Context: an optimization exercise on an open-source flow, tuned for small area and a short achievable clock period. The choices shown serve that exercise and are no tape-out recipe. Only simulation tests tie the RTL to the original design; equivalence was not proved. No activity file was given, so power comes from the tool's default toggle rates.

**design/flow/flow/run.sh**
```bash
#!/bin/bash
# Standard ORFS layout, with the port buffers made from buf_2 cells instead
# of the resizer's default pick. Each step's full log stays under orfs/logs/.
set -euo pipefail
bash standard.sh finish 'BUFFER_PORTS_ARGS=-buffer_cell sky130_fd_sc_hd__buf_2' > make_finish.log 2>&1
```
**design/flow/standard.sh**
```bash
#!/bin/bash
# synth_recipe.tcl (not shown) runs the flow's synth.tcl, then flattens the netlist and writes it again
# the make line also repeats each setting of config.mk as NAME=value (left out here)
make -C /OpenROAD-flow-scripts/flow DESIGN_CONFIG=/design/flow/config.mk WORK_HOME=/design/flow/orfs CLKGATE_MAP_FILE= SYNTH_SCRIPT=/design/flow/synth_recipe.tcl "${@:-finish}"
```
**design/flow/config.mk**
```make
export PLATFORM = sky130hd
export DESIGN_NAME = fpadd_40
export DESIGN_NICKNAME = fpadd_40
export VERILOG_FILES = /design/flow/design.v
export SDC_FILE = /design/flow/constraint.sdc
export NUM_CORES = 4
export LEC_CHECK = 0
export CAP_MARGIN = 20
export CORE_MARGIN = 2
export CORE_UTILIZATION = 40
export SETUP_SLACK_MARGIN = 2.2
export SLEW_MARGIN = 20
```
**design/flow/constraint.sdc**
```tcl
create_clock -name core_clock -period 5.0 [get_ports {clk_40}]
set_input_delay 1.0000 -clock core_clock [delete_from_list [all_inputs] [get_ports {clk_40}]]
set_output_delay 1.0000 -clock core_clock [all_outputs]
set_load 0.01 [all_outputs]
```
**design/flow/design.v**
```verilog
module fpadd_40(x_40,y_40,res_40,clk_40,rst_40);
input  [31:0] x_40, y_40;
output [31:0] res_40;
input  clk_40, rst_40;
wire [7:0] ex = x_40[30:23];
wire [7:0] ey = y_40[30:23];
wire [7:0] dxy = ex - ey;                    
wire [7:0] dyx = ey - ex;                    
wire [4:0] cxy = (dxy > 8'd24) ? 5'd31 : dxy[4:0];    
wire [4:0] cyx = (dyx > 8'd24) ? 5'd31 : dyx[4:0];
wire       swap = y_40[30:0] > x_40[30:0];   
reg [22:0] fx1, fy1;
reg        hx1, hy1, sw1, sg1, sub1;
reg [7:0]  ea1;
reg [4:0]  d1;
always @(posedge clk_40) begin
  fx1  <= x_40[22:0];
  fy1  <= y_40[22:0];
  hx1  <= |x_40[30:0];
  hy1  <= |y_40[30:0];
  sw1  <= swap;
  ea1  <= swap ? ey : ex;
  d1   <= swap ? cyx : cxy;
  sg1  <= swap ? y_40[31] : x_40[31];
  sub1 <= x_40[31] ^ y_40[31];
end
wire [23:0] sa = sw1 ? {hy1, fy1} : {hx1, fx1};
wire [23:0] sb = sw1 ? {hx1, fx1} : {hy1, fy1};
wire [24:0] b0 = {sb, 1'b0};
wire [24:0] b1 = d1[4] ? {16'd0, b0[24:16]} : b0;
wire [24:0] b2 = d1[3] ? { 8'd0, b1[24:8]}  : b1;
wire [24:0] b3 = d1[2] ? { 4'd0, b2[24:4]}  : b2;
wire [24:0] b4 = d1[1] ? { 2'd0, b3[24:2]}  : b3;
wire [24:0] b5 = d1[0] ? { 1'd0, b4[24:1]}  : b4;
reg [23:0] smask;
integer k;
always @(*) begin
  for (k = 0; k < 24; k = k + 1)
    smask[k] = (d1 >= k + 2) && (d1 <= k + 21) && (d1 <= 24);
end
wire sticky = |(sb & smask);
reg [23:0] sa2;
reg [24:0] bsh2;
reg [7:0]  ea2;
reg        st2, sg2, sub2;
always @(posedge clk_40) begin
  sa2 <= sa; bsh2 <= b5; ea2 <= ea1 + 8'd1;
  st2 <= sticky; sg2 <= sg1; sub2 <= sub1;
end
wire [26:0] s27 = {1'b0, sa2, 1'b0, 1'b1} + {sub2, bsh2 ^ {25{sub2}}, sub2 & ~st2};
wire [25:0] s = s27[26:1];
reg [25:0] s3;
reg [7:0]  e3;
reg        sg3;
always @(posedge clk_40) begin
  s3 <= s; e3 <= ea2; sg3 <= sg2;
end
wire [31:0] v = {s3, 6'd0};
wire [15:0] z1;  wire [15:0] c1;       
genvar g;
generate for (g = 0; g < 16; g = g + 1) begin : l1
  assign z1[g] = ~(v[2*g+1] | v[2*g]);
  assign c1[g] = ~v[2*g+1];
end endgenerate
wire [7:0] z2; wire [15:0] c2;         
generate for (g = 0; g < 8; g = g + 1) begin : l2
  assign z2[g] = z1[2*g+1] & z1[2*g];
  assign c2[2*g+1:2*g] = z1[2*g+1] ? {1'b1, c1[2*g]} : {1'b0, c1[2*g+1]};
end endgenerate
wire [3:0] z3; wire [11:0] c3;         
generate for (g = 0; g < 4; g = g + 1) begin : l3
  assign z3[g] = z2[2*g+1] & z2[2*g];
  assign c3[3*g+2:3*g] = z2[2*g+1] ? {1'b1, c2[4*g+1:4*g]} : {1'b0, c2[4*g+3:4*g+2]};
end endgenerate
wire [1:0] z4; wire [7:0] c4;          
generate for (g = 0; g < 2; g = g + 1) begin : l4
  assign z4[g] = z3[2*g+1] & z3[2*g];
  assign c4[4*g+3:4*g] = z3[2*g+1] ? {1'b1, c3[6*g+2:6*g]} : {1'b0, c3[6*g+5:6*g+3]};
end endgenerate
wire       nz = ~(z4[1] & z4[0]);
wire [4:0] lz = z4[1] ? {1'b1, c4[3:0]} : {1'b0, c4[7:4]};
wire [25:0] n1 = lz[4] ? {s3[9:0], 16'd0} : s3;
wire [25:0] n2 = lz[3] ? {n1[17:0], 8'd0} : n1;
wire [25:0] n3 = lz[2] ? {n2[21:0], 4'd0} : n2;
wire [25:0] n4 = lz[1] ? {n3[23:0], 2'd0} : n3;
wire [25:0] n5 = lz[0] ? {n4[24:0], 1'd0} : n4;
wire [7:0]  er = e3 - {3'b0, lz};
wire [31:0] r  = {sg3 & nz, nz ? er : 8'd0, n5[24:2]};
reg [31:0] r4;
always @(posedge clk_40) r4 <= r;
assign res_40 = r4;
endmodule
```
==> results.cfg, run 1 <==
[route]
drt-vias-per-instance = 5.41
ant_nets = 0
drtPass1Iterations = 6
drt-initial-drc-count = 580
wl_per_cell_um = 16.9
wirelength_mm = 28.9
num_vias = 9256
route.detailed.drc = 0

[cells_and_area]
design_area_um2 = 13200
diodes = 0
syn_to_final_growth_pct = 22.7
final_layout_size_suffix_gt1_share_pct = 25.6
final_cell_count_no_fill = 1710
fill_cells = 2536
final_nets = 1495

[critical_path]
path_class = reg -> reg
crit_slowest_cell = or4_4
r2r-end = r4[29]$_SDFF_PP0_
rr_startpoint = s3[24]$_DFF_P_
reg2reg_depth = 13
worst_setup_path_start_kind = flop
crit_chain = or4_4 -> or2_4 -> a21oi_4 -> nor3_4 -> a31oi_4 -> inv_8 -> ha_4 -> fa_2 -> inv_2 -> maj3_2 -> a21oi_4 -> and3_1 -> nor3_2
slowest_delay_ns = 0.58
worstPathMaxFanout = 4
required_ns = 5.36
end_kind = flop
cpMostUsedCell = a21oi_4
crit_arrival_ns = 3.34
regToRegSetupSlack_ns = 2.03

[logic_synthesis]
synth_top_area_share_pct = 35.5
synth.largest_area_cell = dfxtp_1
ys_types = 76
synth_common_cells = dfxtp_1 (191), nor2_1 (120), a21oi_1 (91)
syn_avg_cell_area_um2 = 8.70
yosysMostFrequentCell = dfxtp_1
yosysSeqAreaShare_pct = 35.5
ys.flop_type = dfxtp_1
async_flop_share_pct = 0
synth-seq-cells = 191
syn_nets = 1375
synth_area_um2 = 10800
synthTopCellsByArea = dfxtp_1 (36%), ha_1 (8.0%), mux2i_1 (7.0%)
synth_edf_count = 0
ys_warn_count = 1
syn_inst = 1237

[timing]
worstMarginPinSlew_ns = 0.880
relSlewSlack_pct = 39.7
grt_setup_unrepaired = true
slew_viol_final = 0
max_freq_mhz = 336
finClkSkew_ns = 0.0131
hold_viol_final = 0
final-setup-viol-count = 0
setup_tns_ns = 0
finalCritPeriodShare_pct = 59.5
fin_crit_ns = 2.97

[clock_network]
cts_sinks = 191
ctsHoldBuffers = 0
clk_path_buf_depth = 2
clk_pin_slew_ns = 0.06
clock_latency_ns = 0.44
root_buffer = clkbuf_16
cts_tree = built
htreeDepth = 4
cts_buffers = 17

[die]
core_area_um2 = 26700
initial_core_util_pct = 40.4
die_area_um2 = 28200
io_pins = 98
die_y_um = 168
die_w_um = 168
rows = 60

[grt]
busiest_layer = met2
grt_max_degree = 54
grt_use_total_pct = 19.7
grtUsageMet2_pct = 33.2
grt_pass1_vias = 8590
antenna_found_initial = 1
grt_remaining_overflow = 0
met1_usage_pct = 25.4
grt_pass1_wl_mm = 44.6
gr-usage-met3_pct = 3.43

[placement]
placedInstanceArea_um2 = 11600
dp_hpwl_mm = 21.4
portBuffers = 96
placedCellCount = 1626
gp_congestion = 0.899

[hold_path]
min_to = sub2$_DFF_P_
min_path_cells = 0
hold_class = reg -> reg
holdCritStartpoint = sub1$_DFF_P_

[power_and_ir_drop]
p_leak_nw = 5.69
ir_drop_mv = 0.220
power.density_nw_per_um2 = 446

[outcome]
status = finished clean

[run]
drv_cap = 0
final cells by class:
class | count | area [µm²] | share of cell area [%]
clock buffer | 19 | 443 | 3.35
timing repair buffer | 159 | 1030 | 7.79
timing repair inverter | 3 | 23.8 | 0.180
inverter | 75 | 339 | 2.57
clock inverter | 12 | 134 | 1.01
tap | 341 | 427 | 3.23
multi-input combinational | 910 | 6960 | 52.7
sequential | 191 | 3850 | 29.2
cell families (layout without fill, tap and decap cells):
kind of cell | after synthesis | in the layout | synth area share (%)
fa+ha+maj | 74 | 74 | 8.77
buf+inv | 136 | 268 | 4.92
compound gates | 313 | 313 | 19.1
mux | 118 | 118 | 11.5
xor+xnor | 63 | 63 | 5.13
simple gates | 342 | 342 | 15.1
flops | 191 | 191 | 35.5
worst max-delay path: cells and delay by family, from the launching register on:
family                     cells  cell delay (ns)
and+or+nand+nor                5             1.28
adders and majority gates      3             0.72
AOI/OAI and AO/OA              3             0.47
DFF                            1             0.33
buffers and inverters          2             0.11
where the power goes:
part / switching [mW] / internal (mW) / leakage [nW]
logic: 1.29 / 1.08 / 3.81
clock network: 0.581 / 0.751 / 0.280
registers: 0.296 / 1.89 / 1.60
total: 2.17 / 3.72 / 5.69
flip-flops by register name, summed over array words and instances (netlist names):
register / count
fx1: 23
ea2: 8
sg3: 1
sub2: 1
ea1: 8
sa2: 24
e3: 8
hx1: 1
s3: 26
sub1: 1
r4: 32
fy1: 23
sw1: 1
sg2: 1
d1: 5
sg1: 1
st2: 1
hy1: 1
bsh2: 25
metrics by stage:
| stage | worst slack, ns | total power [mW] | util [%] | hold WS (ns) |
|---|---|---|---|---|
| after floorplan | 1.77 | 3.66 | - | 0.310 |
| after global placement | 1.05 | 4.24 | 43.7 | 0.312 |
| after detailed placement | 1.06 | 4.25 | 43.7 | 0.312 |
| after CTS | 2.05 | 5.81 | 47.5 | 0.327 |
| after global routing | 1.93 | 6.26 | 49.5 | 0.334 |
| final | 2.03 | 5.89 | 49.5 | 0.324 |
repair_timing:
item | 4_1_cts | 5_1_grt
setup buffers | 23 | 26
hold endpoints to repair | 0 | 0
setup endpoints to repair | 61 | 24
gates cloned | 2 | 2
pin swaps | 27 | 43
gates resized for setup | 66 | 79
layer usage:
| metal | share of wire, % | up-vias |
|---|---|---|
| met3 | 4.4 | 49 |
| met4 | 2.7 | 0 |
| met1 | 46 | 4249 |
| met2 | 47 | 259 |
| met5 | 0 | - |
| li1 | - | 4699 |
worst max-delay path by stage:
stage,startpoint,end,slack (ns)
final,s3[24]$_DFF_P_,r4[29]$_SDFF_PP0_,2.03
after global routing,s3[24]$_DFF_P_,r4[29]$_SDFF_PP0_,1.93
after CTS,s3[5]$_DFF_P_,r4[29]$_SDFF_PP0_,2.05
after detailed placement,s3[24]$_DFF_P_,r4[29]$_SDFF_PP0_,1.06
after global placement,s3[24]$_DFF_P_,r4[29]$_SDFF_PP0_,1.05
after floorplan,s3[18]$_DFF_P_,r4[29]$_SDFF_PP0_,1.77
cell usage in the layout, fill, tap and decap left out, types with 7 or more instances in the layout:
master / n
a211oi_1: 12
a211oi_2: 7
a21o_1: 24
a21oi_1: 83
a221oi_1: 8
a22oi_1: 9
a31oi_1: 11
buf_2: 92
buf_4: 60
clkbuf_16: 17
dfxtp_1: 180
ha_1: 54
ha_4: 11
inv_1: 60
mux2_2: 43
mux2i_1: 75
nand2_1: 74
nand2b_1: 9
nand3_1: 26
nand4_1: 14
nor2_1: 117
nor2b_1: 11
nor3_1: 18
nor4_1: 17
o21ai_0: 50
o21ai_1: 11
o21bai_1: 7
o22ai_1: 11
or3_1: 7
xnor2_1: 25
xor2_1: 38
==> run 2: changes to the inputs <==
--- a/design/flow/config.mk
+++ b/design/flow/config.mk
@@ -5,6 +5,7 @@
 export SDC_FILE = /design/flow/constraint.sdc
 export NUM_CORES = 4
 export LEC_CHECK = 0
+export ABC_AREA = 1
 export CAP_MARGIN = 20
 export CORE_MARGIN = 2
 export CORE_UTILIZATION = 40
==> results.cfg, run 2 <==
[power_and_ir_drop]
switching_share_pct = 43.4
internal-power_mw = 3.64
p_leak_nw = 6.16
pwr-share-comb_pct = 44.9
ir_drop_mv = 0.247
power.density_nw_per_um2 = 521
pwr-share-seq_pct = 33.6
p_clk_share_pct = 21.5
p_sw_mw = 2.79

[clock_network]
clk_path_buf_depth = 2
cts_sinks = 191
cts_buffers = 17
clock_latency_ns = 0.44
htreeDepth = 4
root_buffer = clkbuf_16
clk_pin_slew_ns = 0.07
cts_tree = built

[critical_path]
rr_startpoint = d1[4]$_DFF_P_
r2r-end = bsh2[0]$_DFF_P_
regToRegSetupSlack_ns = 2.33
reg2reg_depth = 8
end_kind = flop
worst_setup_path_start_kind = primary input
required_ns = 5.33
slowest_delay_ns = 0.41
cpMostUsedCell = nand2_1
crit_arrival_ns = 3.00
worstPathMaxFanout = 5
crit_chain = buf_2 -> inv_1 -> ha_1 -> fa_1 -> o21ai_0 -> nand2_1 -> nand2_1 -> a21oi_1 -> xor2_1 -> nand4_1 -> nand2_1 -> nand2_1
crit_slowest_cell = fa_1
path_class = in -> reg

[die]
die_y_um = 169
core_area_um2 = 26900
die_area_um2 = 28700
rows = 60
initial_core_util_pct = 40.7
die_w_um = 169
io_pins = 98

[placement]
placedInstanceArea_um2 = 11600
gp_congestion = 0.948
placedCellCount = 1928
portBuffers = 96
dp_hpwl_mm = 23.9

[cells_and_area]
seqCellArea_um2 = 3830
largest_reg_flops = 32
multiInputGateArea_um2 = 6270
final_nets = 1750
final_layout_size_suffix_gt1_share_pct = 12.2
biggestRegsByFlops = r4 (32), s3 (26), bsh2 (25)
layout_common_cells = nand2_1 (424), dfxtp_1 (190), inv_1 (156), nand3_1 (121), o21ai_0 (104)
layout_commonest_cell = nand2_1
final_cell_count_no_fill = 1966
diodes = 0
fill_cells = 2807
design_area_um2 = 12300
largest_register = r4
syn_to_final_growth_pct = 12.8

[route]
route.detailed.drc = 0
wl_per_cell_um = 15.0
drt-initial-drc-count = 477
drt-vias-per-instance = 5.07
num_vias = 9973
ant_nets = 0
wirelength_mm = 29.4
drtPass1Iterations = 5

[grt]
grt_pass1_wl_mm = 47.3
grt_max_degree = 62
antenna_found_initial = 0
grt_pass1_vias = 9366
grt_remaining_overflow = 0
grt_use_total_pct = 20.8

[logic_synthesis]
syn_inst = 1534
ys_types = 55
yosysMostFrequentCell = nand2_1
async_flop_share_pct = 0
synthTopCellsByArea = dfxtp_1 (35%), nand2_1 (15%), ha_1 (7.9%)
ys_warn_count = 1
synth_edf_count = 0
synth_top_area_share_pct = 35.0
yosysSeqAreaShare_pct = 35.0
synth.largest_area_cell = dfxtp_1
ys.flop_type = dfxtp_1
synth_area_um2 = 10900
syn_nets = 1672
synth_common_cells = nand2_1 (426), dfxtp_1 (191), inv_1 (156)
synth-seq-cells = 191
syn_avg_cell_area_um2 = 7.13

[timing]
finalCritPeriodShare_pct = 53.5
fin_crit_ns = 2.67
worstMarginPinSlew_ns = 0.705
hold_slack_ns = 0.327
setup_tns_ns = 0
final-setup-viol-count = 0
hold_viol_final = 0
slew_viol_final = 0
grt_setup_unrepaired = true
finClkSkew_ns = 0.0228
max_freq_mhz = 374
relSlewSlack_pct = 52.5

[hold_path]
holdCritStartpoint = sub1$_DFF_P_
min_path_cells = 0
min_to = sub2$_DFF_P_
hold_class = reg -> reg

[outcome]
status = finished clean

[run]
drv_cap = 0
-- run 2: area by class of cell --
| class | instances | area share (%) |
|---|---|---|
| multi-input combinational | 1126 | 50.8 |
| inverter | 170 | 5.23 |
| sequential | 191 | 31.0 |
| tap | 341 | 3.46 |
| clock buffer | 17 | 3.45 |
| clock inverter | 15 | 1.53 |
| timing repair buffer | 106 | 4.50 |
-- run 2: timing repair --
| action | CTS | global route |
|---|---|---|
| pin swaps | 1 | 2 |
| setup buffers | 3 | 1 |
| setup endpoints to repair | 31 | 33 |
| hold endpoints to repair | 0 | 0 |
| hold buffers | 0 | 0 |
| cloned | 1 | 1 |
| resized for setup | 5 | 9 |
-- run 2: worst max path at each step --
stage                    from  cells past startpoint                 to
2_1_floorplan        x_40[23]                     10      d1[2]$_DFF_P_
3_3_place_gp         x_40[28]                      9     ea1[2]$_DFF_P_
3_5_place_dp   s3[19]$_DFF_P_                     15  r4[28]$_SDFF_PP0_
4_1_cts        s3[19]$_DFF_P_                     14  r4[29]$_SDFF_PP0_
5_1_grt              x_40[28]                      8     ea1[7]$_DFF_P_
6_report             x_40[23]                     12      d1[1]$_DFF_P_
-- run 2: cell families (layout without fill, tap and decap cells) --
family                   count (synthesis)  after routing  share of synthesized area, %
buffers and inverters                  219            308                          8.24
adder cells (fa/ha/maj)                 72             72                          8.44
multiplexers                             5              5                         0.458
flip-flops                             191            191                          35.0
AO/OA/AOI/OAI                          256            257                          13.3
XOR/XNOR                                68             68                          5.44
AND/OR/NAND/NOR                        723            724                          29.2
-- run 2: critical path: cells and delay by family --
kind	cells	cell delay, ns
AND/OR/NAND/NOR	5	0.46
XOR/XNOR	1	0.34
buffers and inverters	2	0.20
adder cells (fa/ha/maj)	2	0.63
AO/OA/AOI/OAI	2	0.38
-- run 2: layer usage --
layer  up-vias  global-route usage [%]  routed length, µm
met5         -                       0                  0
met4         0                    7.36                719
met3        47                    2.82               1100
met2       233                    34.4              13600
met1      4491                    27.7              14000
li1       5202                       -                  -
-- run 2: power groups by stage --
stage | clock [mW] | sequential [mW] | combinational (mW)
global route | 1.49 | 2.20 | 3.29
global placement | 0 | 2.19 | 2.82
finish | 1.38 | 2.16 | 2.88
CTS | 1.43 | 2.17 | 2.86
floorplan | 0 | 2.19 | 2.12
detailed placement | 0 | 2.20 | 2.83
-- run 2: metrics by stage --
step                worst slack [ns]  utilization (%)  total power, mW
floorplan                       2.33                -             4.31
global placement                1.58             43.3             5.02
detailed placement              1.57             43.3             5.03
CTS                             2.21             45.7             6.46
global route                    2.17             45.9             6.98
finish                          2.33             45.9             6.43
==> run 3: changes to the inputs <==
--- a/design/flow/config.mk
+++ b/design/flow/config.mk
@@ -5,9 +5,7 @@
 export SDC_FILE = /design/flow/constraint.sdc
 export NUM_CORES = 4
 export LEC_CHECK = 0
-export ABC_AREA = 1
 export CAP_MARGIN = 20
 export CORE_MARGIN = 2
 export CORE_UTILIZATION = 40
-export SETUP_SLACK_MARGIN = 2.2
 export SLEW_MARGIN = 20
==> results.cfg, run 3 <==
[grt]
grt_pass1_wl_mm = 43.2
grt_remaining_overflow = 0
grt_pass1_vias = 8234
antenna_found_initial = 1
grt_use_total_pct = 19.1
grt_max_degree = 54

[run]
drv_cap = 0

[cells_and_area]
layout_commonest_cell = dfxtp_1
biggestRegsByFlops = r4 (32), s3 (26), bsh2 (25)
diodes = 0
fill_cells = 2657
seqCellArea_um2 = 3820
multiInputGateArea_um2 = 6410
syn_to_final_growth_pct = 12.5
layout_common_cells = dfxtp_1 (190), nor2_1 (120), buf_2 (96), a21oi_1 (90), nand2_1 (76)
final_nets = 1441
design_area_um2 = 12100
largest_reg_flops = 32
largest_register = r4
final_layout_size_suffix_gt1_share_pct = 15.2

[clock_network]
cts_buffers = 17
cts_resized = 0
clock_latency_ns = 0.43
clk_path_buf_depth = 2
post_cts_buffers = 0
cts_tree = built
ctsHoldBuffers = 0
clk_pin_slew_ns = 0.07
root_buffer = clkbuf_16
cts_sinks = 191
htreeDepth = 4

[logic_synthesis]
synth_edf_count = 0
synth_area_um2 = 10800
syn_avg_cell_area_um2 = 8.70
synth_top_family_by_area = compound AO/OA/AOI/OAI gates
async_flop_share_pct = 0
synthMuxAreaShare_pct = 11.5
yosysSeqAreaShare_pct = 35.5
synthTopCellsByArea = dfxtp_1 (36%), ha_1 (8.0%), mux2i_1 (7.0%)
synth.largest_area_cell = dfxtp_1
yosysMostFrequentCell = dfxtp_1
synth_xor_area_share_pct = 5.13
synthAdderAreaFrac_pct = 8.77
synth_top_area_share_pct = 35.5
synth-seq-cells = 191
syn_inst = 1237
synth_common_cells = dfxtp_1 (191), nor2_1 (120), a21oi_1 (91)
yosys.area_share.simple_pct = 15.1
synth-compound-area-share_pct = 19.1
syn_nets = 1375
ys_warn_count = 1
ys.flop_type = dfxtp_1
ys_types = 76

[critical_path]
worst_setup_path_start_kind = flop
regToRegSetupSlack_ns = 1.12
end_kind = flop
cpMostUsedCell = nor3_1
reg2reg_depth = 13
rr_startpoint = s3[24]$_DFF_P_
required_ns = 5.35
r2r-end = r4[29]$_SDFF_PP0_
crit_arrival_ns = 4.24
worstPathMaxFanout = 24
slowest_delay_ns = 0.75
path_class = reg -> reg
crit_slowest_cell = or4_1
crit_chain = or4_1 -> or2_1 -> nor2_8 -> nor3_1 -> a31oi_4 -> inv_2 -> ha_1 -> fa_1 -> inv_1 -> maj3_1 -> a21oi_1 -> and3_1 -> nor3_1

[die]
die_w_um = 168
rows = 60
die_area_um2 = 28200
initial_core_util_pct = 40.4
core_area_um2 = 26700
die_y_um = 168
io_pins = 98

[power_and_ir_drop]
power.density_nw_per_um2 = 457
p_leak_nw = 5.33
ir_drop_mv = 0.230

[hold_path]
min_to = sub2$_DFF_P_
min_path_cells = 0
hold_class = reg -> reg
holdCritStartpoint = sub1$_DFF_P_

[timing]
worstMarginPinSlew_ns = 0.896
hold_slack_ns = 0.328
slew_viol_final = 0
final-setup-viol-count = 0
max_freq_mhz = 257
relSlewSlack_pct = 38.6
hold_viol_final = 0
fin_crit_ns = 3.88
final.setup.worst_slack_ns = 1.12
finClkSkew_ns = 0.0107
grt_setup_unrepaired = false
finalCritPeriodShare_pct = 77.7
setup_tns_ns = 0

[route]
num_vias = 8966
top_layer = met4
wl_per_cell_um = 16.5
drt-initial-drc-count = 544
drtPass1Iterations = 8
wl_met3_mm = 1.10
met1_length_mm = 13.0
drt-vias-per-instance = 5.41
route.detailed.drc = 0
ant_nets = 0
wl_met2_mm = 12.3
wirelength_mm = 27.3

[outcome]
status = finished clean

[placement]
placedInstanceArea_um2 = 11500
gp_congestion = 0.930
dp_hpwl_mm = 21.3
place_ws_ns = 1.06
portBuffers = 96
[run 3: changes by cell type after synthesis, sizes merged, moves of 23 or more]
cell and delta:
clkbuf +30, inv -96, nand3 -100, nand2 -361
mux2i +70, xor2 -23, o21ai -64, mux2 +43
[run 3: worst max path at each step]
| stage | end | startpoint | slack, ns |
|---|---|---|---|
| 6_report | r4[29]$_SDFF_PP0_ | s3[24]$_DFF_P_ | 1.12 |
| 5_1_grt | r4[29]$_SDFF_PP0_ | s3[24]$_DFF_P_ | 0.88 |
| 4_1_cts | r4[29]$_SDFF_PP0_ | s3[24]$_DFF_P_ | 1.07 |
| 3_5_place_dp | d1[3]$_DFF_P_ | x_40[6] | 1.06 |
| 3_3_place_gp | d1[3]$_DFF_P_ | x_40[6] | 1.02 |
| 2_1_floorplan | r4[29]$_SDFF_PP0_ | s3[20]$_DFF_P_ | 1.63 |
[run 3: routing by layer]
layer  vias up  GRT usage, %
li1       4598             -
met1      4067          25.2
met2       258          31.3
met3        43          3.06
met4         0          7.83
met5         -             0
[run 3: power breakdown]
part	switching (mW)	internal, mW	total (mW)
clock network	0.623	0.720	1.34
logic	1.12	0.881	2.00
registers	0.312	1.87	2.18
total	2.06	3.47	5.53
[run 3: worst max-delay path, delay by kind of cell (launching register included)]
kind / cells / cell delay, ns
DFF: 1 / 0.33
buffers and inverters: 2 / 0.38
and+or+nand+nor: 6 / 1.81
adders and majority gates: 3 / 0.87
AOI/OAI and AO/OA: 2 / 0.42
[run 3: layout make-up]
class,count,area share (%)
Timing Repair Buffer,108,4.71
Clock buffer,18,3.63
Clock inverter,14,1.21
Sequential cell,191,31.6
Tap cell,341,3.52
Multi-Input combinational cell,910,53.0
Inverter,75,2.35
[run 3: through the flow]
step | instances | power, mW | util (%)
6_report | 1657 | 5.53 | 45.4
5_1_grt | 1657 | 5.90 | 45.4
4_1_cts | 1657 | 5.57 | 45.4
3_5_place_dp | 1625 | 4.22 | 43.2
3_3_place_gp | 1625 | 4.20 | 43.2
2_1_floorplan | 1237 | 3.61 | -
[run 3: kinds of logic (layout without fill, tap and decap cells)]
group,after synthesis,count (layout)
simple gates,342,342
flops,191,191
compound gates,313,313
xor+xnor,63,63
fa+ha+maj,74,74
mux,118,118
buf+inv,136,215
==> run 4: changes to the inputs <==
--- a/design/flow/config.mk
+++ b/design/flow/config.mk
@@ -8,4 +8,5 @@
 export CAP_MARGIN = 20
 export CORE_MARGIN = 2
 export CORE_UTILIZATION = 40
+export SETUP_SLACK_MARGIN = 2.9
 export SLEW_MARGIN = 20
==> results.cfg, run 4 <==
[logic_synthesis]
syn_avg_cell_area_um2 = 8.70
synth-seq-cells = 191
syn_inst = 1237
async_flop_share_pct = 0
synth_common_cells = dfxtp_1 (191), nor2_1 (120), a21oi_1 (91)
synth_top_area_share_pct = 35.5
ys_types = 76
synthTopCellsByArea = dfxtp_1 (36%), ha_1 (8.0%), mux2i_1 (7.0%)
ys.flop_type = dfxtp_1
synth.largest_area_cell = dfxtp_1
syn_nets = 1375
ys_warn_count = 1
synth_edf_count = 0
yosysSeqAreaShare_pct = 35.5
yosysMostFrequentCell = dfxtp_1
synth_area_um2 = 10800

[power_and_ir_drop]
switching_share_pct = 36.3
pwr-share-comb_pct = 45.9
p_sw_mw = 2.52
pwr-share-seq_pct = 31.8
power.density_nw_per_um2 = 449
ir_drop_mv = 0.247
p_clk_share_pct = 22.4
internal-power_mw = 4.42
fin_total_pwr_mw = 6.94
p_leak_nw = 6.52

[cells_and_area]
multiInputGateArea_um2 = 8090
largest_register = r4
largest_reg_flops = 32
syn_to_final_growth_pct = 43.6
diodes = 0
final_nets = 1582
seqCellArea_um2 = 3860
layout_common_cells = dfxtp_1 (175), nor2_1 (103), buf_4 (101), buf_2 (90), nand2_1 (62)
fill_cells = 2245
biggestRegsByFlops = r4 (32), s3 (26), bsh2 (25)
final_layout_size_suffix_gt1_share_pct = 41.5
layout_commonest_cell = dfxtp_1

[critical_path]
crit_arrival_ns = 3.20
path_delay_family = simple AND/OR/NAND/NOR gates
worstPathMaxFanout = 3
path_class = reg -> reg
end_kind = flop
required_ns = 5.31
slowest_delay_ns = 0.56
worst_setup_path_start_kind = flop
regToRegSetupSlack_ns = 2.11
crit_chain = or4_4 -> or2_4 -> nor2_8 -> buf_4 -> a31oi_4 -> inv_2 -> ha_4 -> fa_2 -> inv_2 -> maj3_2 -> a21oi_4 -> and3_4 -> nor3_2
critical_path_buf_inv_count = 3
cpMostUsedCell = inv_2
crit_slowest_cell = or4_4

[timing]
finalCritPeriodShare_pct = 57.7
final-setup-viol-count = 0
slew_viol_final = 0
worstMarginPinSlew_ns = 0.659
grt_setup_unrepaired = true
finClkSkew_ns = 0.0152
hold_viol_final = 0
relSlewSlack_pct = 55.7
setup_tns_ns = 0
fin_crit_ns = 2.89
max_freq_mhz = 347

[clock_network]
ctsHoldBuffers = 0
htreeDepth = 4
clk_path_buf_depth = 2
clk_pin_slew_ns = 0.06
cts_sinks = 191
clock_latency_ns = 0.43
cts_buffers = 17
cts_tree = built
root_buffer = clkbuf_16

[route]
route.detailed.drc = 0
drt-initial-drc-count = 630
wl_per_cell_um = 18.7
top_layer = met4
met1_length_mm = 14.2
wirelength_mm = 33.6
ant_nets = 0
drt-vias-per-instance = 5.60
drtPass1Iterations = 5
wl_met2_mm = 16.8
num_vias = 10100
wl_met3_mm = 1.56

[grt]
grt_remaining_overflow = 0
grt_max_degree = 38
grt_pass1_wl_mm = 50.0
grt_pass1_vias = 9491
antenna_found_initial = 0
grt_use_total_pct = 22.1

[hold_path]
hold_class = reg -> reg

[die]
die_area_um2 = 28200
initial_core_util_pct = 40.4
die_y_um = 168
die_w_um = 168
core_area_um2 = 26700
io_pins = 98
rows = 60

[placement]
dp_hpwl_mm = 21.5
portBuffers = 96
gp_congestion = 0.947

[run]
drv_cap = 0

[outcome]
status = finished clean
[run 4: power groups by stage]
stage	clock network, mW	registers, mW	logic [mW]
after detailed placement	0	2.22	2.09
after global routing	1.64	2.23	3.42
after global placement	0	2.21	2.08
after floorplan	0	2.13	1.60
after CTS	1.58	2.18	2.76
final	1.55	2.21	3.19
[run 4: layout make-up]
| cell class | count | area share [%] |
|---|---|---|
| multi-input cells | 911 | 52.4 |
| flip-flops and latches | 191 | 25.0 |
| repair buffers | 244 | 13.1 |
| clock buffers | 20 | 2.95 |
| well taps | 341 | 2.76 |
| inverters | 75 | 2.05 |
| clock inverters | 12 | 1.48 |
| repair inverters | 4 | 0.299 |
[run 4: logic make-up (layout without fill, tap and decap cells)]
group | Yosys count | after routing | share of synthesized area (%)
adder cells (fa/ha/maj) | 74 | 74 | 8.77
AND/OR/NAND/NOR | 342 | 342 | 15.1
AO/OA/AOI/OAI | 313 | 314 | 19.1
buffers and inverters | 136 | 355 | 4.92
flip-flops | 191 | 191 | 35.5
multiplexers | 118 | 118 | 11.5
XOR/XNOR | 63 | 63 | 5.13
[run 4: final timing paths]
kind / cells past startpoint / to / startpoint
worst min-delay path: 0 / e3[6]$_DFF_P_ / ea2[6]$_DFF_P_
worst max register to register: 13 / r4[29]$_SDFF_PP0_ / s3[25]$_DFF_P_
worst min register to register: 0 / e3[6]$_DFF_P_ / ea2[6]$_DFF_P_
worst max-delay path: 13 / r4[29]$_SDFF_PP0_ / s3[25]$_DFF_P_
[run 4: per-stage QoR]
stage	util (%)	hold WS [ns]	instances	setup WS, ns	instance area [µm²]
4_1_cts	54.2	0.328	1766	2.16	14400
3_5_place_dp	44.3	0.313	1627	1.30	11800
3_3_place_gp	44.3	0.311	1627	1.30	11800
6_report	58.0	0.328	1798	2.11	15500
5_1_grt	58.0	0.331	1798	2.03	15500
2_1_floorplan	-	0.310	1237	1.78	11100
[run 4: layer usage]
| metal | track usage [%] | vias to the layer above |
|---|---|---|
| met1 | 27.4 | 4754 |
| met2 | 39.1 | 349 |
| li1 | - | 4890 |
| met5 | 0 | - |
| met3 | 3.60 | 83 |
| met4 | 7.49 | 0 |
[run 4: timing repair]
| action | 4_1_cts | 5_1_grt |
|---|---|---|
| buffers inserted | 100 | 28 |
| pin swaps | 130 | 74 |
| endpoints found under the setup margin | 95 | 80 |
| endpoints found under the hold margin | 0 | 0 |
| resized for setup | 256 | 155 |
| cloned | 7 | 4 |
==> run 5: changes to the inputs <==
--- a/design/flow/config.mk
+++ b/design/flow/config.mk
@@ -8,5 +8,5 @@
 export CAP_MARGIN = 20
 export CORE_MARGIN = 2
 export CORE_UTILIZATION = 40
-export SETUP_SLACK_MARGIN = 2.9
+export SETUP_SLACK_MARGIN = 1.2
 export SLEW_MARGIN = 20
==> results.cfg, run 5 <==
[outcome]
status = finished clean

[logic_synthesis]
synth-seq-cells = 191
yosysSeqAreaShare_pct = 35.5
syn_avg_cell_area_um2 = 8.70
synth_common_cells = dfxtp_1 (191), nor2_1 (120), a21oi_1 (91)
syn_inst = 1237
ys_warn_count = 1
async_flop_share_pct = 0
ys_types = 76
synthTopCellsByArea = dfxtp_1 (36%), ha_1 (8.0%), mux2i_1 (7.0%)
synth.largest_area_cell = dfxtp_1
syn_nets = 1375
synth_area_um2 = 10800
yosysMostFrequentCell = dfxtp_1
synth_edf_count = 0
synth_top_area_share_pct = 35.5
ys.flop_type = dfxtp_1

[critical_path]
end_kind = flop
required_ns = 5.29
worstPathMaxFanout = 23
path_class = in -> reg
rr_startpoint = s3[4]$_DFF_P_
worst_setup_path_start_kind = primary input
slowest_delay_ns = 0.49
crit_chain = buf_2 -> inv_1 -> ha_1 -> a2111oi_0 -> o21ai_0 -> a21oi_1 -> o22ai_1 -> a31oi_1 -> o22a_1 -> inv_1 -> o21ai_0
crit_slowest_cell = o21ai_0
regToRegSetupSlack_ns = 1.52
reg2reg_depth = 13
r2r-end = r4[28]$_SDFF_PP0_
crit_arrival_ns = 3.80

[route]
drt-initial-drc-count = 520
ant_nets = 0
num_vias = 8972
wl_per_cell_um = 16.5
wirelength_mm = 27.3
drtPass1Iterations = 5
route.detailed.drc = 0
drt-vias-per-instance = 5.41

[placement]
portBuffers = 96
dp_hpwl_mm = 21.3
gp_congestion = 0.930
placedCellCount = 1625

[clock_network]
clk_pin_slew_ns = 0.07
root_buffer = clkbuf_16
cts_sinks = 191
cts_tree = built
clk_path_buf_depth = 2
clock_latency_ns = 0.43
cts_buffers = 17
htreeDepth = 4

[grt]
antenna_found_initial = 1
grt_max_degree = 54
grt_remaining_overflow = 0
grt_use_total_pct = 19.1
grt_pass1_wl_mm = 43.3
grt_pass1_vias = 8238

[cells_and_area]
largest_register = r4
final_nets = 1442
diodes = 0
biggestRegsByFlops = r4 (32), s3 (26), bsh2 (25)
syn_to_final_growth_pct = 12.7
layout_commonest_cell = dfxtp_1
fill_cells = 2656
final_cell_count_no_fill = 1658
largest_reg_flops = 32
layout_common_cells = dfxtp_1 (190), nor2_1 (120), buf_2 (96), a21oi_1 (90), nand2_1 (76)
final_layout_size_suffix_gt1_share_pct = 15.5

[timing]
relSlewSlack_pct = 37.7
max_freq_mhz = 285
final-setup-viol-count = 0
grt_setup_unrepaired = false
finClkSkew_ns = 0.0113
slew_viol_final = 0
finalCritPeriodShare_pct = 70.2
worstMarginPinSlew_ns = 0.909
fin_crit_ns = 3.51
hold_viol_final = 0
setup_tns_ns = 0

[die]
io_pins = 98
die_area_um2 = 28200
rows = 60
die_w_um = 168
core_area_um2 = 26700
die_y_um = 168
initial_core_util_pct = 40.4

[power_and_ir_drop]
power.density_nw_per_um2 = 457
p_leak_nw = 5.34
ir_drop_mv = 0.231

[hold_path]
min_path_cells = 0
holdCritStartpoint = sg2$_DFF_P_
min_to = sg3$_DFF_P_
hold_class = reg -> reg

[run]
drv_cap = 0
run 5: how the worst max path moves through the flow:
| stage | from | endpoint | slack [ns] | cells past startpoint |
|---|---|---|---|---|
| after CTS | s3[20]$_DFF_P_ | r4[29]$_SDFF_PP0_ | 1.26 | 13 |
| final | x_40[6] | ea1[7]$_DFF_P_ | 1.49 | 11 |
| after detailed placement | x_40[6] | d1[3]$_DFF_P_ | 1.06 | 12 |
| after floorplan | s3[20]$_DFF_P_ | r4[29]$_SDFF_PP0_ | 1.63 | 16 |
| after global placement | x_40[6] | d1[3]$_DFF_P_ | 1.02 | 12 |
| after global routing | s3[4]$_DFF_P_ | r4[28]$_SDFF_PP0_ | 1.32 | 13 |
run 5: cells by family after synthesis:
logic type | synth area share (%)
compound gates | 19.1
buf+inv | 4.92
flops | 35.5
simple gates | 15.1
mux | 11.5
fa+ha+maj | 8.77
xor+xnor | 5.13
run 5: power breakdown:
group	switching, mW	internal (mW)	total [mW]
sequential	0.316	1.87	2.19
clock	0.624	0.720	1.34
combinational	1.13	0.890	2.02
total	2.07	3.48	5.55
run 5: worst max-delay path, delay by kind of cell:
kind / cells / cell delay [ns]
buf+inv: 3 / 0.51
compound gates: 7 / 1.95
fa+ha+maj: 1 / 0.32
run 5: routing by layer:
metal	global-route usage, %	up-vias	share of wire [%]
met5	0	-	0
met4	7.83	0	3.1
met3	3.06	40	3.8
met2	31.3	244	46
met1	25.2	4086	48
li1	-	4602	-
run 5: cell type report:
cell class	instances	area [µm²]	share of cell area, %
Clock inverter	14	146	1.21
Sequential cell	191	3820	31.5
Clock buffer	18	439	3.62
Inverter	75	287	2.36
Timing Repair Buffer	109	578	4.77
Tap cell	341	427	3.52
Multi-Input combinational cell	910	6430	53.0
run 5: what timing repair did:
item	in CTS	in global routing
endpoints found under the setup margin	2	2
hold buffers	0	0
buffers inserted	0	1
resized for setup	2	2
pin swaps	0	0
run 5: through the flow:
stage	area [µm²]	setup slack (ns)	hold WS, ns	util, %	total power, mW
global route	12100	1.32	0.334	45.5	5.92
global placement	11500	1.02	0.310	43.2	4.20
CTS	12100	1.26	0.328	45.4	5.58
detailed placement	11500	1.06	0.312	43.2	4.22
finish	12100	1.49	0.327	45.5	5.55
floorplan	10800	1.63	0.310	-	3.61
==> run 6: changes to the inputs <==
--- a/design/flow/config.mk
+++ b/design/flow/config.mk
@@ -5,8 +5,9 @@
 export SDC_FILE = /design/flow/constraint.sdc
 export NUM_CORES = 4
 export LEC_CHECK = 0
+export ABC_AREA = 1
 export CAP_MARGIN = 20
 export CORE_MARGIN = 2
 export CORE_UTILIZATION = 40
-export SETUP_SLACK_MARGIN = 1.2
+export SETUP_SLACK_MARGIN = 2.6
 export SLEW_MARGIN = 20
==> results.cfg, run 6 <==
[outcome]
status = finished clean

[placement]
placedCellCount = 1928
gp_congestion = 0.959
placedInstanceArea_um2 = 11800
dp_hpwl_mm = 23.9
place_ws_ns = 1.64
portBuffers = 96

[logic_synthesis]
yosysSeqAreaShare_pct = 35.0
synthMuxAreaShare_pct = 0.458
ys_types = 55
syn_nets = 1672
yosysMostFrequentCell = nand2_1
synth_edf_count = 0
synth-compound-area-share_pct = 13.3
synthTopCellsByArea = dfxtp_1 (35%), nand2_1 (15%), ha_1 (7.9%)
async_flop_share_pct = 0
yosys.area_share.simple_pct = 29.2
ys_warn_count = 1
synth-seq-cells = 191
syn_avg_cell_area_um2 = 7.13
ys.flop_type = dfxtp_1
synth_top_area_share_pct = 35.0
synth_common_cells = nand2_1 (426), dfxtp_1 (191), inv_1 (156)
synth_area_um2 = 10900
synth_top_family_by_area = simple AND/OR/NAND/NOR gates
synth_xor_area_share_pct = 5.44
synthAdderAreaFrac_pct = 8.44
synth.largest_area_cell = dfxtp_1
syn_inst = 1534

[cells_and_area]
final_cell_count_no_fill = 2012
diodes = 0
largest_reg_flops = 32
final_nets = 1796
layout_common_cells = nand2_1 (407), dfxtp_1 (169), inv_1 (141), nand3_1 (116), o21ai_0 (91)
design_area_um2 = 13300
layout_commonest_cell = nand2_1
final_layout_size_suffix_gt1_share_pct = 21.6
largest_register = r4
syn_to_final_growth_pct = 22.0
biggestRegsByFlops = r4 (32), s3 (26), bsh2 (25)
finish.utilization_pct = 49.7

[critical_path]
cp-startpoint = x_40[23]
worst_setup_path_start_kind = primary input
slowest_delay_ns = 0.38
critical_path_buf_inv_count = 2
path_delay_family = adder cells
cpMostUsedCell = nand2_1
crit_slowest_cell = fa_2
end_kind = flop
worstPathMaxFanout = 5
required_ns = 5.32
path_class = in -> reg
rr_startpoint = s3[8]$_DFF_P_
crit_arrival_ns = 2.63
crit_chain = buf_6 -> inv_12 -> ha_4 -> fa_2 -> o21ai_2 -> xor2_1 -> nor3_1 -> nor2_2 -> nand4_1 -> nand2_1 -> nand2_1

[power_and_ir_drop]
p_sw_mw = 2.93
p_leak_nw = 6.45
power.density_nw_per_um2 = 512
switching_share_pct = 42.9
internal-power_mw = 3.90
fin_total_pwr_mw = 6.84
p_clk_share_pct = 20.5
pwr-share-comb_pct = 47.5
pwr-share-seq_pct = 32.0
ir_drop_mv = 0.236

[timing]
max_freq_mhz = 434
slew_viol_final = 0
relSlewSlack_pct = 49.5
setup_tns_ns = 0
finalCritPeriodShare_pct = 46.1
hold_slack_ns = 0.331
grt_setup_unrepaired = true
worstMarginPinSlew_ns = 0.749
final-setup-viol-count = 0
finClkSkew_ns = 0.0171
final.setup.worst_slack_ns = 2.69
hold_viol_final = 0
fin_crit_ns = 2.31

[clock_network]
cts_buffers = 17
root_buffer = clkbuf_16
clk_pin_slew_ns = 0.08
htreeDepth = 4
ctsHoldBuffers = 0
cts_sinks = 191
cts_tree = built
clk_path_buf_depth = 2
clock_latency_ns = 0.44

[hold_path]
holdCritStartpoint = sg2$_DFF_P_
hold_class = reg -> reg

[die]
die_y_um = 169
die_area_um2 = 28700
die_w_um = 169
initial_core_util_pct = 40.7
io_pins = 98
core_area_um2 = 26900
rows = 60

[grt]
grtUsageMet2_pct = 35.3
grt_pass1_vias = 9456
gr-usage-met3_pct = 2.52
grt_max_degree = 62
grt_remaining_overflow = 0
antenna_found_initial = 3
met1_usage_pct = 27.6
busiest_layer = met2
grt_pass1_wl_mm = 47.7
grt_use_total_pct = 21.0

[route]
ant_nets = 0
drtPass1Iterations = 8
num_vias = 10400
route.detailed.drc = 0
drt-vias-per-instance = 5.17
drt-initial-drc-count = 587
wirelength_mm = 31.3
wl_per_cell_um = 15.6

[run]
drv_cap = 0
[run 6: worst reg2reg max path, delay by kind of cell (launching register included)]
family | cells | cell delay, ns
flops | 1 | 0.33
simple gates | 7 | 0.83
fa+ha+maj | 1 | 0.23
buf+inv | 3 | 0.39
compound gates | 2 | 0.43
[run 6: cell families after synthesis]
| family | Yosys count |
|---|---|
| simple gates | 723 |
| compound gates | 256 |
| buf+inv | 219 |
| flops | 191 |
| fa+ha+maj | 72 |
| xor+xnor | 68 |
| mux | 5 |
[run 6: layer usage]
| layer | share of wire [%] | up-vias |
|---|---|---|
| met5 | 0 | - |
| li1 | - | 5291 |
| met1 | 45 | 4750 |
| met4 | 2.6 | 0 |
| met3 | 4.6 | 55 |
| met2 | 47 | 312 |
[run 6: area by class of cell]
class	count	area (µm²)
Sequential cell	191	3870
Timing Repair Buffer	150	977
Clock buffer	17	425
Tap cell	341	427
Multi-Input combinational cell	1127	6760
Inverter	170	678
Clock inverter	15	205
Fill cell	2684	13500
Timing Repair inverter	1	5.00
[run 6: final timing paths]
path,to,slack (ns),depth (start not counted)
worst max-delay path,d1[3]$_DFF_P_,2.69,11
worst min register to register,sg3$_DFF_P_,0.33,0
worst min-delay path,sg3$_DFF_P_,0.33,0
worst max register to register,r4[30]$_SDFF_PP0_,2.70,13
[run 6: timing repair]
action,CTS,global route
gates cloned,3,2
resized for setup,43,118
pin swaps,12,54
endpoints found under the setup margin,66,48
buffers inserted,14,33
[run 6: power by group through the flow]
stage | clock (mW) | combinational [mW] | sequential [mW]
after floorplan | 0 | 2.14 | 2.19
after global placement | 0 | 2.84 | 2.19
after detailed placement | 0 | 2.84 | 2.20
after CTS | 1.43 | 2.95 | 2.17
after global routing | 1.50 | 3.64 | 2.23
final | 1.40 | 3.25 | 2.19
==> run 7: changes to the inputs <==
==> design/flow/run.sh (new file) <==
#!/bin/bash
# synth_recipe.tcl (not shown) runs the flow's synth.tcl, then flattens the netlist and writes it again
# the make line also repeats each setting of config.mk as NAME=value (left out here)
make -C /OpenROAD-flow-scripts/flow DESIGN_CONFIG=/design/flow/config.mk WORK_HOME=/design/flow/orfs CLKGATE_MAP_FILE= SYNTH_SCRIPT=/design/flow/synth_recipe.tcl finish
--- a/design/flow/config.mk
+++ b/design/flow/config.mk
@@ -5,9 +5,8 @@
 export SDC_FILE = /design/flow/constraint.sdc
 export NUM_CORES = 4
 export LEC_CHECK = 0
-export ABC_AREA = 1
 export CAP_MARGIN = 20
 export CORE_MARGIN = 2
 export CORE_UTILIZATION = 40
-export SETUP_SLACK_MARGIN = 2.6
+export SETUP_SLACK_MARGIN = 2.9
 export SLEW_MARGIN = 20
removed: design/flow/flow/run.sh
removed: design/flow/standard.sh
==> results.cfg, run 7 <==
[outcome]
status = finished clean

[timing]
setup_tns_ns = 0
finClkSkew_ns = 0.00992
final-setup-viol-count = 0
hold_slack_ns = 0.327
grt_setup_unrepaired = true
max_freq_mhz = 341
slew_viol_final = 0
final.setup.worst_slack_ns = 2.07
relSlewSlack_pct = 64.7
finalCritPeriodShare_pct = 58.6
hold_viol_final = 0
fin_crit_ns = 2.93
worstMarginPinSlew_ns = 0.524

[placement]
dp_hpwl_mm = 22.2
placedCellCount = 1627
gp_congestion = 0.939
place_ws_ns = 0.907
portBuffers = 96

[cells_and_area]
layout_common_cells = dfxtp_1 (172), buf_4 (110), nor2_1 (98), a21oi_1 (62), nand2_1 (61)
fill_cells = 2146
final_nets = 1592
layout_commonest_cell = dfxtp_1
final_cell_count_no_fill = 1807
largest_register = r4
biggestRegsByFlops = r4 (32), s3 (26), bsh2 (25)
syn_to_final_growth_pct = 49.5
diodes = 0
largest_reg_flops = 32
final_layout_size_suffix_gt1_share_pct = 40.6

[critical_path]
crit_slowest_cell = or4_4
worst_setup_path_start_kind = flop
regToRegSetupSlack_ns = 2.07
cp.depth = 13
reg2reg_depth = 13
slowest_delay_ns = 0.56
rr_startpoint = s3[24]$_DFF_P_
r2r-end = r4[29]$_SDFF_PP0_
required_ns = 5.36
path_delay_family = simple AND/OR/NAND/NOR gates
path_class = reg -> reg
worstPathMaxFanout = 3
end_kind = flop
critical_path_buf_inv_count = 2
crit_chain = or4_4 -> or2_4 -> a21oi_4 -> nor3_4 -> a31oi_4 -> inv_2 -> ha_4 -> fa_2 -> inv_2 -> maj3_2 -> a21oi_4 -> and3_1 -> nor3_2
crit_arrival_ns = 3.29

[logic_synthesis]
ys.flop_type = dfxtp_1
synth_common_cells = dfxtp_1 (191), nor2_1 (120), a21oi_1 (91)
synth.largest_area_cell = dfxtp_1
synth_top_area_share_pct = 35.5
ys_warn_count = 1
synthTopCellsByArea = dfxtp_1 (36%), ha_1 (8.0%), mux2i_1 (7.0%)
synth_area_um2 = 10800
synth_edf_count = 0
yosysMostFrequentCell = dfxtp_1
syn_nets = 1375
ys_types = 76
synth-seq-cells = 191
async_flop_share_pct = 0
syn_avg_cell_area_um2 = 8.70
yosysSeqAreaShare_pct = 35.5
syn_inst = 1237

[grt]
grt_use_total_pct = 22.6
grt_pass1_vias = 9668
antenna_found_initial = 3
grt_remaining_overflow = 0
grt_pass1_wl_mm = 50.8
grt_max_degree = 38

[power_and_ir_drop]
p_leak_nw = 6.64
power.density_nw_per_um2 = 422
fin_total_pwr_mw = 6.79
ir_drop_mv = 0.274

[route]
ant_nets = 0
route.detailed.drc = 0
num_vias = 10200
top_layer = met4
drt-initial-drc-count = 625
wirelength_mm = 34.6
wl_met2_mm = 17.3
wl_per_cell_um = 19.1
drt-vias-per-instance = 5.66
drtPass1Iterations = 5
met1_length_mm = 14.4
wl_met3_mm = 1.73

[clock_network]
cts_sinks = 191
htreeDepth = 4
ctsHoldBuffers = 0
clk_pin_slew_ns = 0.07
cts_buffers = 17
cts_tree = built
clock_latency_ns = 0.43
clk_path_buf_depth = 2
root_buffer = clkbuf_16

[die]
rows = 60
die_w_um = 168
io_pins = 98
initial_core_util_pct = 40.4
core_area_um2 = 26700
die_area_um2 = 28200
die_y_um = 168

[hold_path]
min_path_cells = 0
hold_class = reg -> reg
min_to = sg2$_DFF_P_
holdCritStartpoint = sg1$_DFF_P_

[run]
drv_cap = 0
run 7: cell types whose count changed after synthesis, sizes merged, moves of 20 or more:
cell | before | now
clkbuf | 13 | 43
mux2 | 0 | 43
mux2i | 5 | 75
xor2 | 61 | 38
o21ai | 127 | 63
inv | 169 | 73
nand3 | 126 | 26
nor2 | 102 | 122
a21o | 4 | 24
nand2 | 437 | 76
run 7: power breakdown:
part           internal (mW)  switching [mW]
registers               1.89           0.344
clock network          0.768           0.598
logic                   1.60            1.59
total                   4.26            2.53
run 7: logic make-up after synthesis:
kind of cell | synth area share (%)
xor gates and xnor gates | 5.13
muxes | 11.5
buffers and inverters | 4.92
adders and majority gates | 8.77
and+or+nand+nor | 15.1
AOI/OAI and AO/OA | 19.1
DFF | 35.5
run 7: cell type report:
type	count	area, µm²	share of cell area, %
clock inverters	11	128	0.793
repair buffers	255	2460	15.3
multi-input cells	910	8380	52.1
flip-flops and latches	191	3870	24.1
repair inverters	4	43.8	0.272
inverters	75	327	2.03
clock buffers	20	457	2.84
well taps	341	427	2.65
run 7: worst max path at each step:
stage	startpoint	end	slack [ns]
2_1_floorplan	s3[18]$_DFF_P_	r4[29]$_SDFF_PP0_	1.78
3_3_place_gp	x_40[6]	d1[3]$_DFF_P_	0.94
3_5_place_dp	x_40[6]	d1[3]$_DFF_P_	0.91
4_1_cts	s3[20]$_DFF_P_	r4[29]$_SDFF_PP0_	2.08
5_1_grt	s3[24]$_DFF_P_	r4[29]$_SDFF_PP0_	1.99
6_report	s3[24]$_DFF_P_	r4[29]$_SDFF_PP0_	2.07
run 7: through the flow:
stage | instance area, µm² | utilization [%]
after floorplan | 11100 | -
after global placement | 12300 | 46.1
after detailed placement | 12300 | 46.1
after CTS | 14900 | 55.8
after global routing | 16100 | 60.4
final | 16100 | 60.4
run 7: timing repair:
action,in CTS,in global routing
pin swaps,147,97
setup endpoints to repair,126,80
resized for setup,494,173
cloned,7,4
buffers inserted,88,50
run 7: layer usage:
layer	vias to the layer above	track usage, %
li1	4902	-
met1	4845	27.7
met2	394	39.6
met3	85	3.15
met4	0	9.72
met5	-	0
==> run 8: changes to the inputs <==
--- a/design/flow/config.mk
+++ b/design/flow/config.mk
@@ -8,5 +8,4 @@
 export CAP_MARGIN = 20
 export CORE_MARGIN = 2
 export CORE_UTILIZATION = 40
-export SETUP_SLACK_MARGIN = 2.9
 export SLEW_MARGIN = 20
==> results.cfg, run 8 <==
[logic_synthesis]
synth_edf_count = 0
ys_types = 76
synth-seq-cells = 191
synth_top_area_share_pct = 35.5
synth.largest_area_cell = dfxtp_1
async_flop_share_pct = 0
syn_nets = 1375
yosysSeqAreaShare_pct = 35.5
synth_common_cells = dfxtp_1 (191), nor2_1 (120), a21oi_1 (91)
synth_area_um2 = 10800
synthTopCellsByArea = dfxtp_1 (36%), ha_1 (8.0%), mux2i_1 (7.0%)
yosysMostFrequentCell = dfxtp_1
ys.flop_type = dfxtp_1
syn_avg_cell_area_um2 = 8.70
ys_warn_count = 1
syn_inst = 1237

[grt]
grtUsageMet2_pct = 31.8
grt_pass1_wl_mm = 44.1
grt_use_total_pct = 19.6
grt_max_degree = 54
antenna_found_initial = 0
met1_usage_pct = 25.3
busiest_layer = met2
gr-usage-met3_pct = 3.57
grt_remaining_overflow = 0
grt_pass1_vias = 8439

[critical_path]
reg2reg_depth = 13
worstPathMaxFanout = 23
end_kind = flop
required_ns = 5.29
worst_setup_path_start_kind = primary input
path_class = in -> reg
regToRegSetupSlack_ns = 1.33
rr_startpoint = s3[24]$_DFF_P_
cp-startpoint = x_40[6]
crit_arrival_ns = 4.24
r2r-end = r4[29]$_SDFF_PP0_
endpoint = ea1[7]$_DFF_P_

[timing]
relSlewSlack_pct = 39.4
slew_viol_final = 0
hold_viol_final = 0
finClkSkew_ns = 0.0114
final-setup-viol-count = 0
final.setup.worst_slack_ns = 1.05
hold_slack_ns = 0.327
fin_crit_ns = 3.95
max_freq_mhz = 253
grt_setup_unrepaired = false
worstMarginPinSlew_ns = 0.884
setup_tns_ns = 0
finalCritPeriodShare_pct = 79.0

[placement]
placedCellCount = 1627
place_ws_ns = 0.626
gp_congestion = 0.915
dp_hpwl_mm = 21.6
portBuffers = 96

[clock_network]
clk_path_buf_depth = 2
root_buffer = clkbuf_16
post_cts_buffers = 0
cts_tree = built
cts_resized = 0
clk_pin_slew_ns = 0.07
cts_buffers = 17
htreeDepth = 4
cts_sinks = 191
clock_latency_ns = 0.43
ctsHoldBuffers = 0

[route]
route.detailed.drc = 0
num_vias = 8966
ant_nets = 0
wl_per_cell_um = 16.5
drt-initial-drc-count = 495
wirelength_mm = 27.4
drt-vias-per-instance = 5.40
drtPass1Iterations = 5

[die]
die_w_um = 168
die_area_um2 = 28200
io_pins = 98
initial_core_util_pct = 40.4
rows = 60
die_y_um = 168
core_area_um2 = 26700

[cells_and_area]
largest_register = r4
final_cell_count_no_fill = 1659
syn_to_final_growth_pct = 17.2
final_nets = 1443
layout_common_cells = dfxtp_1 (190), nor2_1 (120), clkdlybuf4s50_1 (96), a21oi_1 (90), nand2_1 (76)
layout_commonest_cell = dfxtp_1
final_layout_size_suffix_gt1_share_pct = 7.97
diodes = 0
largest_reg_flops = 32
biggestRegsByFlops = r4 (32), s3 (26), bsh2 (25)

[power_and_ir_drop]
fin_total_pwr_mw = 5.72
power.density_nw_per_um2 = 453
p_leak_nw = 5.36
ir_drop_mv = 0.241

[outcome]
status = finished clean

[run]
drv_cap = 0

[hold_path]
hold_class = reg -> reg
-- run 8: cell counts after synthesis --
Identical to the previous run, type by type.
-- run 8: cell families after synthesis --
logic type	count (synthesis)	synth area share, %
buffers and inverters	136	4.92
muxes	118	11.5
AOI/OAI and AO/OA	313	19.1
and+or+nand+nor	342	15.1
xor gates and xnor gates	63	5.13
DFF	191	35.5
adders and majority gates	74	8.77
-- run 8: per-stage QoR --
stage | utilization, % | area (µm²)
after floorplan | - | 10800
after global placement | 45.1 | 12000
after detailed placement | 45.1 | 12000
after CTS | 47.3 | 12600
after global routing | 47.3 | 12600
final | 47.3 | 12600
-- run 8: worst min path at each step --
stage	depth (start not counted)	slack, ns	to	start
floorplan	0	0.31	e3[0]$_DFF_P_	ea2[0]$_DFF_P_
global placement	0	0.31	e3[3]$_DFF_P_	ea2[3]$_DFF_P_
detailed placement	0	0.31	sg2$_DFF_P_	sg1$_DFF_P_
CTS	0	0.33	e3[7]$_DFF_P_	ea2[7]$_DFF_P_
global route	0	0.33	sub2$_DFF_P_	sub1$_DFF_P_
finish	0	0.33	sub2$_DFF_P_	sub1$_DFF_P_
-- run 8: area by class of cell --
cell class	count	area, µm²
Clock buffer	18	429
Clock inverter	14	174
Fill cell	2547	14000
Inverter	75	284
Multi-Input combinational cell	910	6410
Sequential cell	191	3820
Tap cell	341	427
Timing Repair Buffer	110	1070
-- run 8: critical path, stage by stage --
cell and delay [ns]:
clkdlybuf4s50_1 0.52, inv_1 0.06, ha_1 0.31, a2111oi_0 0.47, o21ai_0 0.16, a21oi_1 0.20
o22ai_1 0.12, a31oi_1 0.27, o22a_1 0.33, inv_1 0.35, o21ai_0 0.45
-- run 8: layer usage --
metal  share of wire, %  vias up
met5                  0        -
met4                3.9        0
met3                3.8       51
met2                 45      231
met1                 47     4069
li1                   -     4615
-- run 8: power breakdown --
part	switching (mW)	total, mW	leakage, nW	internal (mW)
sequential	0.316	2.19	1.60	1.87
clock	0.605	1.36	0.296	0.757
combinational	1.14	2.17	3.46	1.03

[re-timing with driven ports]
Ports are ideal in the flow. The routed layouts listed here were re-timed in OpenROAD. Step 1 assumes that a clkbuf_16 drives the clock port and a buf_2 every other input. Step 2 adds t to the input delays and takes it off the output delays; t is the mean of the earliest and latest rising clock arrival at the registers after step 1. Input paths then give back, and output paths get back, about the clock's delay inside the block. Slacks: ideal / step 1 / step 2; pairs: ideal / step 1.
run	t (ns)	setup WS [ns]	latest minus earliest clock arrival (ns)	worst register clock-pin slew, ns	worst data-port slew with drivers (ns)
run 1	0.478	2.026 / 2.026 / 1.750	0.013 / 0.013	0.07 / 0.07	0.06
run 2	0.481	2.327 / 2.332 / 1.861	0.025 / 0.025	0.08 / 0.08	0.05
run 3	0.477	1.115 / 1.115 / 1.036	0.012 / 0.012	0.08 / 0.08	0.03
run 4	0.475	2.115 / 2.115 / 1.847	0.016 / 0.016	0.08 / 0.08	0.05
run 5	0.478	1.491 / 1.518 / 1.041	0.013 / 0.013	0.08 / 0.08	0.03
run 6	0.476	2.694 / 2.700 / 2.224	0.017 / 0.017	0.08 / 0.08	0.04
run 7	0.477	2.069 / 2.069 / 1.818	0.012 / 0.012	0.07 / 0.07	0.06
run 8	0.472	1.048 / 1.073 / 0.601	0.015 / 0.014	0.07 / 0.07	0.04
After both steps setup and hold are still met in every run listed. For run 6, which loses most, drivers alone change the setup slack by +0.006 ns; drivers and shift together by -0.470 ns.
